This design comes from an exercise in tuning for small area on the open sky130 flow, not from production work.
Only simulation tests tie the RTL to the original design; equivalence was not proved.
No driver is modelled on the clock port, so clock power and skew are understated where the tree is cut down; a real chip needs a root buffer or a tree.
Power and IR drop assume default switching activity.

fjord:
## dc_router_top
module dc_router_top (clk, reset, instruction, offset, filesize, acc_done, fft_enable, fir_enable, data_bus_in, data_bus_out, fft_data_in, fir_data_in, fft_data_out, fir_data_out, to_fft_empty, to_fft_full, from_fft_empty, from_fft_full, to_fir_empty, to_fir_full, from_fir_empty, from_fir_full, fft_put_req, fft_get_req, fir_put_req, fir_get_req, ram_read_enable, ram_write_enable, addr);
==> flow/config.mk <==
export PLATFORM = sky130hd
export DESIGN_NAME = dc_router_top
export DESIGN_NICKNAME = dc_router_top
export VERILOG_FILES = /design/flow/design.v
export SDC_FILE = /design/flow/constraint.sdc
export NUM_CORES = 4
export LEC_CHECK = 0
export ABC_AREA = 1
export CAP_MARGIN = 20
export CORE_MARGIN = 2
export CORE_UTILIZATION = 40
export CTS_BUF_LIST = sky130_fd_sc_hd__clkbuf_8
export CTS_CLUSTER_DIAMETER = 200
export CTS_CLUSTER_SIZE = 40
export SLEW_MARGIN = 20
==> flow/constraint.sdc <==
create_clock -name core_clock -period 10.0 [get_ports {clk}]
set_input_delay 2.0000 -clock core_clock [delete_from_list [all_inputs] [get_ports {clk}]]
set_output_delay 2.0000 -clock core_clock [all_outputs]
set_load 0.01 [all_outputs]
standard.sh (not shown) runs the stock make flow with config.mk's settings and CLKGATE_MAP_FILE= SYNTH_SCRIPT=/design/flow/synth_recipe.tcl, a recipe that flattens the netlist after the stock synthesis.
==> flow/flow/run.sh <==
#!/bin/bash
set -euo pipefail
HERE=$(pwd)
PLAT=$FLOW_HOME/platforms/$FLOW_PLATFORM
RES=$HERE/orfs/results/$FLOW_PLATFORM/dc_router_top/base
export YOSYS=$FLOW_HOME/../tools/install/yosys/bin/yosys
export LIB=$PLAT/lib/sky130_fd_sc_hd__tt_025C_1v80.lib
export TECH_LEF=$PLAT/lef/sky130_fd_sc_hd.tlef
export SC_LEF=$PLAT/lef/sky130_fd_sc_hd_merged.lef
export TOP=$FLOW_TOP
export SDC=$HERE/constraint.sdc
export DONT_USE=$(awk '/^export DONT_USE_CELLS/{f=1} f{print} f && !/\\$/{f=0}' $PLAT/config.mk | sed 's/export DONT_USE_CELLS *+\?= *//' | tr -d '\\' | tr '\n' ' ')

bash standard.sh synth > synth.log 2>&1
cp $RES/1_2_yosys.v $HERE/std_synth.v

mkdir -p $HERE/resynth $HERE/abcpool
python3 $HERE/flow/abc_pool.py $HERE/abcpool
ls $HERE/abcpool/*.abc | xargs -P ${NUM_CORES:-4} -I{} bash $HERE/flow/try_one.sh {} $HERE > $HERE/resynth_results.txt 2> $HERE/resynth_errors.log || true
best=$(awk '$2 > 0 && $3 > -90 { d = 0.2 - $3; if (d < 0) d = 0; c = $2 + 400 * d; print c, $1, $2, $3 }' $HERE/resynth_results.txt | sort -n | head -1)
echo "chosen: $best" > $HERE/resynth_choice.txt
n=$(echo "$best" | awk '{print $2}')
if [[ -n "$n" ]]; then
  cp $HERE/resynth/$n.v $RES/1_2_yosys.v
  rm -f $RES/1_synth.odb $RES/1_synth.sdc
fi
bash standard.sh "BUFFER_PORTS_ARGS=-buffer_cell sky130_fd_sc_hd__buf_1" "RECOVER_POWER=25" \
  "CTS_ARGS=-sink_clustering_enable -repair_clock_nets -dont_use_dummy_load -buf_list sky130_fd_sc_hd__clkbuf_8 -sink_clustering_size 40 -sink_clustering_max_diameter 200" \
  finish > finish.log 2>&1
Other scripts of this flow, unchanged in this note and not shown: flow/flow/abc_pool.py, flow/flow/resynth.tcl, flow/flow/sta.tcl, flow/flow/try_one.sh
## Diff of input files: umber against fjord
--- a/flow/flow/run.sh
+++ b/flow/flow/run.sh
@@ -25,5 +25,5 @@
   rm -f $RES/1_synth.odb $RES/1_synth.sdc
 fi
-bash standard.sh "BUFFER_PORTS_ARGS=-buffer_cell sky130_fd_sc_hd__buf_1" "RECOVER_POWER=25" \
+bash standard.sh "BUFFER_PORTS_ARGS=-buffer_cell sky130_fd_sc_hd__buf_1" "RECOVER_POWER=100" \
   "CTS_ARGS=-sink_clustering_enable -repair_clock_nets -dont_use_dummy_load -buf_list sky130_fd_sc_hd__clkbuf_8 -sink_clustering_size 40 -sink_clustering_max_diameter 200" \
   finish > finish.log 2>&1
Results
fjord went all the way through synthesis, placement and routing and the layout is clean on timing, DRC and antenna. umber finished every stage; the final checks, however, were not passed, the failures being capacitance limit, slew limit. The net switching power of umber and that of fjord are within noise of each other. [compare] base=fjord new=umber: area of all placed cells without fillers decreased 21 um^2, worst setup slack decreased 0.010 ns, final period demand of the worst path increased 0.010 ns, share of cell area taken by flip-flops and latches essentially unchanged, layout sequential cell count essentially unchanged.
diff inputs: umber => delta
--- a/flow/flow/run.sh
+++ b/flow/flow/run.sh
@@ -25,5 +25,5 @@
   rm -f $RES/1_synth.odb $RES/1_synth.sdc
 fi
-bash standard.sh "BUFFER_PORTS_ARGS=-buffer_cell sky130_fd_sc_hd__buf_1" "RECOVER_POWER=100" \
-  "CTS_ARGS=-sink_clustering_enable -repair_clock_nets -dont_use_dummy_load -buf_list sky130_fd_sc_hd__clkbuf_8 -sink_clustering_size 40 -sink_clustering_max_diameter 200" \
+bash standard.sh "BUFFER_PORTS_ARGS=-buffer_cell sky130_fd_sc_hd__buf_1" "RECOVER_POWER=25" \
+  "PRE_CTS_TCL=$HERE/flow/cts_pre.tcl" \
   finish > finish.log 2>&1
==> flow/flow/cts_pre.tcl (new file) <==
rename clock_tree_synthesis orfs_clock_tree_synthesis
proc clock_tree_synthesis { args } {
  set block [ord::get_db_block]
  set dbu [$block getDbUnitsPerMicron]
  set net [$block findNet clk]
  set sinks {}
  set sx 0.0
  set sy 0.0
  foreach pin [get_pins -of_objects [get_nets clk]] {
    set loc [[[sta::sta_to_db_pin $pin] getInst] getLocation]
    set x [expr { double([lindex $loc 0]) / $dbu }]
    set y [expr { double([lindex $loc 1]) / $dbu }]
    lappend sinks [list $pin $x $y]
    set sx [expr { $sx + $x }]
    set sy [expr { $sy + $y }]
  }
  set n [llength $sinks]
  set cx [expr { $sx / $n }]
  set cy [expr { $sy / $n }]
  foreach q {0 1 2 3} {
    set pins($q) {}
    set qx($q) 0.0
    set qy($q) 0.0
  }
  foreach s $sinks {
    lassign $s pin x y
    set q [expr { ($x >= $cx ? 1 : 0) + ($y >= $cy ? 2 : 0) }]
    lappend pins($q) $pin
    set qx($q) [expr { $qx($q) + $x }]
    set qy($q) [expr { $qy($q) + $y }]
  }
  foreach q {0 1 2 3} {
    set k [llength $pins($q)]
    if { $k == 0 } { continue }
    set x [expr { $qx($q) / $k }]
    set y [expr { $qy($q) / $k }]
    # clkbuf_4 for up to 9 flip-flops, else clkbuf_8, to keep their clock pins' slew low
    set cell [expr { $k <= 9 ? "sky130_fd_sc_hd__clkbuf_4" : "sky130_fd_sc_hd__clkbuf_8" }]
    puts "Custom clock tree: $cell at ($x, $y) for $k sinks"
    insert_buffer -buffer_cell $cell -net clk -load_pins $pins($q) \
      -location [list $x $y] -buffer_name clkbuf_q$q -net_name clknet_q$q
  }
  foreach it [$net getITerms] {
    foreach bit [[$it getInst] getITerms] {
      set bnet [$bit getNet]
      if { $bnet ne "NULL" && [$bnet getSigType] eq "SIGNAL" } { $bnet setSigType CLOCK }
    }
  }
  set_propagated_clock [all_clocks]
}
### Flow results
The flow did not stop early for delta: all stages ran, and the layout cleared the timing, design-rule and antenna checks. Total power (higher): umber. Diff umber -> delta: setup slack was more or less identical, clock edge transition at the registers on the reported setup and hold paths went up. For the via count, delta came in 31 lower than umber did. Compared with umber, in delta largest voltage drop on the vdd net fell by 7.5%, global-route usage fell by 0.83 points. Going from umber to delta, areal power density over the cells went down, worst-margin pin slew went down.
In delta the design's own scripts or RTL, not TritonCTS, make the clock network.

[static timing again, ports no longer ideal]
The results above use ideal ports. As a check the final layouts listed here were re-extracted and re-timed, cells and wires unchanged. Step 1 (the two cells are an assumption about what drives the block):
set clk [get_ports {clk}]
set_driving_cell -lib_cell sky130_fd_sc_hd__clkbuf_16 $clk
set_driving_cell -lib_cell sky130_fd_sc_hd__buf_2 [delete_from_list [all_inputs] $clk]
Step 2, shift: input delay + t, output delay - t, t = (earliest + latest rising clock arrival at the registers) / 2. This alone moves slack from input paths to output paths. Three values: ideal, step 1, step 2; two values: the first two.
run	t (ns)	slack for setup (ns)	worst register clock-pin slew, ns
fjord	0.329	0.422 / 0.392 / 0.392	0.08 / 0.08
umber	0.329	0.411 / 0.382 / 0.382	0.08 / 0.08
delta	0.208	0.413 / 0.383 / 0.383	0.11 / 0.11
